What follows belongs to an exercise in optimizing a design on an open flow for small area; a production flow would make more cautious choices. Where RTL was checked, it was by simulation tests only, not by an equivalence proof against the original. The clock port is modelled as an ideal driver; clocking choices that lean on that would not hold on a real chip. No activity file was given, so power comes from the tool's default toggle rates.

job 987:
==> flow/design.v <==
module ALU(
	input i_clk,
	input i_fetch,
	input i_pass_y,
	input i_first_y,
	input i_second_y,
	input [2:0] i_j,
	input i_window,
	input logic[2:0] i_op,
	input logic[1:0] i_x,
	output logic[7:0] o_result
	);
	logic c;
	logic[2:0] amount;
	logic xp;
	logic[1:0] y;
	logic c1;
	logic c2;
	logic[1:0] r;
	logic[1:0] xs;
	logic[7:0] left;
	logic[7:0] right;
	wire pass_x = i_window && !i_j[2];
	wire shift_op = i_op[2] & (i_op[1] | i_op[0]);
	wire cin = pass_x && i_j[1:0] == 0 ? i_op[0] : c;
	wire[1:0] x = pass_x ? i_x : 2'b00;
	always_comb begin
		y = o_result[1:0] ^ {2{i_op[0]}};
		c1 = (x[0] & y[0]) | (cin & (x[0] ^ y[0]));
		c2 = (x[1] & y[1]) | (c1 & (x[1] ^ y[1]));
		xs = amount[0] ? {x[0], i_j == 0 ? 1'b0 : xp} : x;
		case(i_op)
			0, 1: r = x ^ y ^ {c1, cin};
			2: r = x & o_result[1:0];
			3: r = ~(x | o_result[1:0]);
			4: r = x ^ o_result[1:0];
			default: r = c ? 2'b00 : xs;
		endcase
		case(amount[2:1])
			0: left = 8'b00001111;
			1: left = 8'b00000111;
			2: left = 8'b00000011;
			default: left = 8'b00000001;
		endcase
		case(amount)
			0: right = 8'b00001111;
			1, 2: right = 8'b00011110;
			3, 4: right = 8'b00111100;
			5, 6: right = 8'b01111000;
			default: right = 8'b11110000;
		endcase
	end
	wire take = i_window && (shift_op ? (i_op[1] ? right[i_j] : left[i_j]) : !i_j[2]);
	always_ff @(posedge i_clk)
		xp <= x[1];
	always_ff @(posedge i_clk)
		if(i_fetch)
			o_result <= {i_x, o_result[7:2]};
		else if(i_pass_y) begin
			o_result <= {shift_op ? 2'b00 : i_x, o_result[7:2]};
			if(i_first_y) begin
				c <= 1'b0;
				amount[1:0] <= i_x;
			end else if(i_second_y) begin
				c <= i_x[1];
				amount[2] <= i_x[0];
			end else
				c <= c | i_x[1] | i_x[0];
		end else begin
			if(take)
				o_result <= {r, o_result[7:2]};
			if(pass_x && !shift_op)
				c <= c2;
		end
endmodule
module debounce(
	input i_clk,
	input i_rst,
	input [WIDTH - 1:0] i_btn,
	output [WIDTH - 1:0] o_events,
	output [WAIT - 1:0] o_counter
	);
	parameter WIDTH = 1;
	parameter WAIT = 4;
	logic[WAIT - 1:0] counter;
	logic[WIDTH - 1:0] debounced;
	logic[WIDTH - 1:0] events;
	always_ff @(posedge i_clk)
		if(i_rst)
		begin
			debounced <= '0;
			counter <= '0;
		end else
		begin
			if(counter == 2)
			begin
				debounced <= i_btn;
				events <= debounced & ~i_btn;
			end
			counter <= counter - 1'b1;
		end
	assign o_events = events;
	assign o_counter = counter;
endmodule
module top(
	input i_clk,
	input i_rst,
	input [10:0] i_btn,
	output [11:0] o_led
	);
	typedef enum logic[2:0] {S_OP, S_REG_SEL, S_REG_EDIT, S_X_REG_SEL, S_Y_REG_SEL, S_RES_REG_SEL, S_RES} states;
	states state;
	logic[2:0] slot[5];
	logic[7:0] rings[8];
	logic clearing;
	logic[7:0] shown_reg;
	wire[7:0] shown;
	wire[10:0] ev_held;
	wire[3:0] cnt;
	wire[7:0] alu_out;
	debounce #(11, 4) debouncer0(i_clk, i_rst, i_btn, ev_held, cnt);
	wire pending = cnt == 13 && !clearing;
	wire[10:0] ev = ev_held & {11{pending}};
	wire[1:0] ph = 2'(2'd1 - cnt[1:0]);
	logic ahead;
	logic pass_y;
	logic window;
	logic[2:0] j;
	always_comb begin
		ahead = 1'b0;
		pass_y = 1'b0;
		window = 1'b1;
		j = 3'(4'd5 - cnt);
		case(cnt)
			1, 0, 15, 14: ahead = 1'b1;
			default: ;
		endcase
		case(cnt)
			9, 8, 7, 6: pass_y = 1'b1;
			default: ;
		endcase
		case(cnt)
			13, 12, 11, 10, 9, 8, 7, 6: window = 1'b0;
			default: ;
		endcase
	end
	wire edit = state == S_REG_EDIT;
	wire in_res = state == S_RES;
	wire store = in_res & ev_held[10];
	wire fetching = state == S_REG_SEL || edit;
	wire[2:0] addr = fetching ? slot[0] ^ (edit ? 3'b0 : ev_held[2:0]) :
		pass_y ? slot[4] : slot[3];
	wire[1:0] shown_pair = shown_reg[2 * ph +: 2];
	wire[1:0] ev_pair = ev_held[2 * ph +: 2];
	wire[1:0] fetched = rings[addr][1:0] ^ (edit ? ev_pair : 2'b00);
	wire[1:0] operand = in_res && addr == slot[0] ? shown_pair : fetched;
	ALU alu0(i_clk, fetching && ahead, pass_y, cnt == 9, cnt == 8, j, window, slot[1], operand, alu_out);
	wire we = ahead & (store | edit);
	wire[2:0] waddr = slot[0];
	wire[1:0] wdata = clearing ? 2'b00 : edit ? fetched : shown_pair;
	always_ff @(posedge i_clk)
		for(int i = 0; i < 8; i++)
			rings[i] <= {clearing || (we && waddr == i) ? wdata : rings[i][1:0], rings[i][7:2]};
	always_ff @(posedge i_clk)
		if(i_rst)
			clearing <= 1'b1;
		else if(cnt == 13)
			clearing <= 1'b0;
	always_ff @(posedge i_clk)
		if(pending && (fetching || state == S_RES_REG_SEL || store))
			shown_reg <= alu_out;
	wire toggling = pending && state != S_REG_EDIT && state != S_RES;
	wire[2:0] field = slot[0] ^ (toggling ? ev[2:0] : 3'b0);
	wire rotate = pending && ev[8] && state != S_REG_EDIT && state != S_RES_REG_SEL &&
		!(state == S_REG_SEL && ev[9]);
	always_ff @(posedge i_clk)
		if(i_rst)
			for(int i = 0; i < 5; i++)
				slot[i] <= '0;
		else if(rotate) begin
			for(int i = 0; i < 4; i++)
				slot[i] <= slot[i + 1];
			slot[4] <= field;
		end else
			slot[0] <= field;
	always_ff @(posedge i_clk)
	begin
		if(i_rst)
			state <= S_OP;
		else
		case(state)
			S_OP: begin
				if(ev[8])
					state <= S_REG_SEL;
			end
			S_REG_SEL: begin
				if(ev[8])
					state <= S_X_REG_SEL;
				if(ev[9])
					state <= S_REG_EDIT;
			end
			S_REG_EDIT: begin
				if(ev[9])
					state <= S_REG_SEL;
			end
			S_X_REG_SEL: begin
				if(ev[8])
					state <= S_Y_REG_SEL;
			end
			S_Y_REG_SEL: begin
				if(ev[8])
					state <= S_RES_REG_SEL;
			end
			S_RES_REG_SEL: begin
				if(ev[8])
					state <= S_RES;
			end
			default: begin
				if(ev[8])
					state <= S_OP;
			end
		endcase
	end
	assign shown = edit && pending ? alu_out : edit || in_res ? shown_reg : {5'b0, slot[0]};
	assign o_led = {1'b0, state, ~shown};
endmodule
clock: 10.0 ns
lec_check: 0
abc_area: 1
cap_margin: 20
core_margin: 2
core_utilization: 55
slew_margin: 20
standard.sh (not shown) runs the stock make flow with config.mk's settings and CLKGATE_MAP_FILE= SYNTH_SCRIPT=/design/flow/synth_recipe.tcl, a recipe that flattens the netlist after the stock synthesis.
==> flow/flow/run.sh <==
#!/bin/bash
# The standard layout, with the ports buffered by the smallest buffer and the
# registers' clock pins split into eight groups by position, each behind a
# clkbuf_8, and these behind one clkbuf_4 (flow/cluster_clock.tcl), which
# leaves CTS nothing to build (no dummy loads either).
set -euo pipefail
export BUFFER_PORTS_ARGS="-buffer_cell sky130_fd_sc_hd__buf_1"
export PRE_CTS_TCL="$PWD/flow/cluster_clock.tcl"
export CTS_ARGS="-clk_nets i_clk -sink_clustering_enable -repair_clock_nets -buf_list sky130_fd_sc_hd__clkbuf_8 -dont_use_dummy_load"
bash standard.sh > standard.log 2>&1
Other scripts of this flow, unchanged in this note and not shown: flow/flow/cluster_clock.tcl
> inputs changed (job 987 -> job 4755)
--- a/flow/design.v
+++ b/flow/design.v
@@ -123,16 +123,19 @@
 	wire[10:0] ev = ev_held & {11{pending}};
 	wire[1:0] ph = 2'(2'd1 - cnt[1:0]);
 	logic ahead;
+	logic behind;
 	logic pass_y;
 	logic window;
 	logic[2:0] j;
 	always_comb begin
 		ahead = 1'b0;
+		behind = 1'b0;
 		pass_y = 1'b0;
 		window = 1'b1;
 		j = 3'(4'd5 - cnt);
 		case(cnt)
 			1, 0, 15, 14: ahead = 1'b1;
+			12, 11, 10, 9: behind = 1'b1;
 			default: ;
 		endcase
 		case(cnt)
@@ -146,18 +149,18 @@
 	end
 	wire edit = state == S_REG_EDIT;
 	wire in_res = state == S_RES;
+	wire[7:0] edit_ev = edit ? ev[7:0] : 8'b0;
 	wire store = in_res & ev_held[10];
-	wire fetching = state == S_REG_SEL || edit;
-	wire[2:0] addr = fetching ? slot[0] ^ (edit ? 3'b0 : ev_held[2:0]) :
+	wire selecting = state == S_OP || state == S_REG_SEL;
+	wire[2:0] addr = state == S_OP ? slot[1] : state == S_REG_SEL ? slot[0] ^ ev_held[2:0] :
 		pass_y ? slot[4] : slot[3];
 	wire[1:0] shown_pair = shown_reg[2 * ph +: 2];
-	wire[1:0] ev_pair = ev_held[2 * ph +: 2];
-	wire[1:0] fetched = rings[addr][1:0] ^ (edit ? ev_pair : 2'b00);
-	wire[1:0] operand = in_res && addr == slot[0] ? shown_pair : fetched;
-	ALU alu0(i_clk, fetching && ahead, pass_y, cnt == 9, cnt == 8, j, window, slot[1], operand, alu_out);
-	wire we = ahead & (store | edit);
+	wire[1:0] tap = rings[addr][1:0];
+	wire[1:0] operand = in_res && addr == slot[0] ? shown_pair : tap;
+	ALU alu0(i_clk, selecting && ahead, pass_y, cnt == 9, cnt == 8, j, window, slot[1], operand, alu_out);
+	wire we = (ahead & store) | (behind & (edit | state == S_REG_SEL));
 	wire[2:0] waddr = slot[0];
-	wire[1:0] wdata = clearing ? 2'b00 : edit ? fetched : shown_pair;
+	wire[1:0] wdata = clearing ? 2'b00 : shown_pair;
 	always_ff @(posedge i_clk)
 		for(int i = 0; i < 8; i++)
 			rings[i] <= {clearing || (we && waddr == i) ? wdata : rings[i][1:0], rings[i][7:2]};
@@ -167,8 +170,10 @@
 		else if(cnt == 13)
 			clearing <= 1'b0;
 	always_ff @(posedge i_clk)
-		if(pending && (fetching || state == S_RES_REG_SEL || store))
+		if(pending && (selecting || state == S_RES_REG_SEL || store))
 			shown_reg <= alu_out;
+		else
+			shown_reg <= shown_reg ^ edit_ev;
 	wire toggling = pending && state != S_REG_EDIT && state != S_RES;
 	wire[2:0] field = slot[0] ^ (toggling ? ev[2:0] : 3'b0);
 	wire rotate = pending && ev[8] && state != S_REG_EDIT && state != S_RES_REG_SEL &&
@@ -221,6 +226,6 @@
 			end
 		endcase
 	end
-	assign shown = edit && pending ? alu_out : edit || in_res ? shown_reg : {5'b0, slot[0]};
+	assign shown = state == S_REG_EDIT || state == S_RES ? shown_reg ^ edit_ev : {5'b0, slot[0]};
 	assign o_led = {1'b0, state, ~shown};
 endmodule
--- outcome ---
Against job 987, job 4755 comes in 20% lower on length of routed met3 wiring. In the tables for job 987 and job 4755, initial cell density of the core reads lower with job 987. Sort job 987 and job 4755 by sequential share of cell area, descending, and job 987 comes first. Looking at sum of routed wire segments on met1, job 4755 sits above job 987. Summary of job 4755 over job 987: total power after layout lower, tightest hold margin higher, core utilization higher, fraction of power consumed by sequential logic higher. Relative to job 987, the global-route wire length before repair of job 4755 is higher by about 3.3%. Job 4755 ends up with a critical path depth that is 1 lower than in job 987. Global-route usage (higher): job 4755. Compared with job 987, in job 4755 routed wire length saw a decrease, synthesized cell count fell 3, area share of xor/xnor cells in the synthesized design now larger.
Only the layout flow was run in job 987; the RTL was not checked for function there.

[separate check: timing with driven ports]
The results above use ideal ports. As a check the final layouts listed here were re-extracted and re-timed, cells and wires unchanged.
Step 1, drivers: a clkbuf_16 drives i_clk and a buf_2 each remaining input, both assumed.
Step 2 adds t to the input delays and takes it off the output delays; t is the mean of the earliest and latest rising clock arrival at the registers after step 1. Input paths then give back, and output paths get back, about the clock's delay inside the block.
Three values: ideal ports, drivers, drivers and shift; two values: the first two.
run | t (ns) | slack for setup (ns) | clock arrival spread, ns | slew at the worst register clock pin (ns) | cell pins on the clock port's net
job 987 | 0.522 | 5.265 / 5.238 / 5.460 | 0.031 / 0.032 | 0.12 / 0.12 | 1
job 4755 | 0.504 | 4.919 / 4.892 / 5.396 | 0.015 / 0.015 | 0.10 / 0.10 | 1
After both steps setup and hold are still met in every run listed.
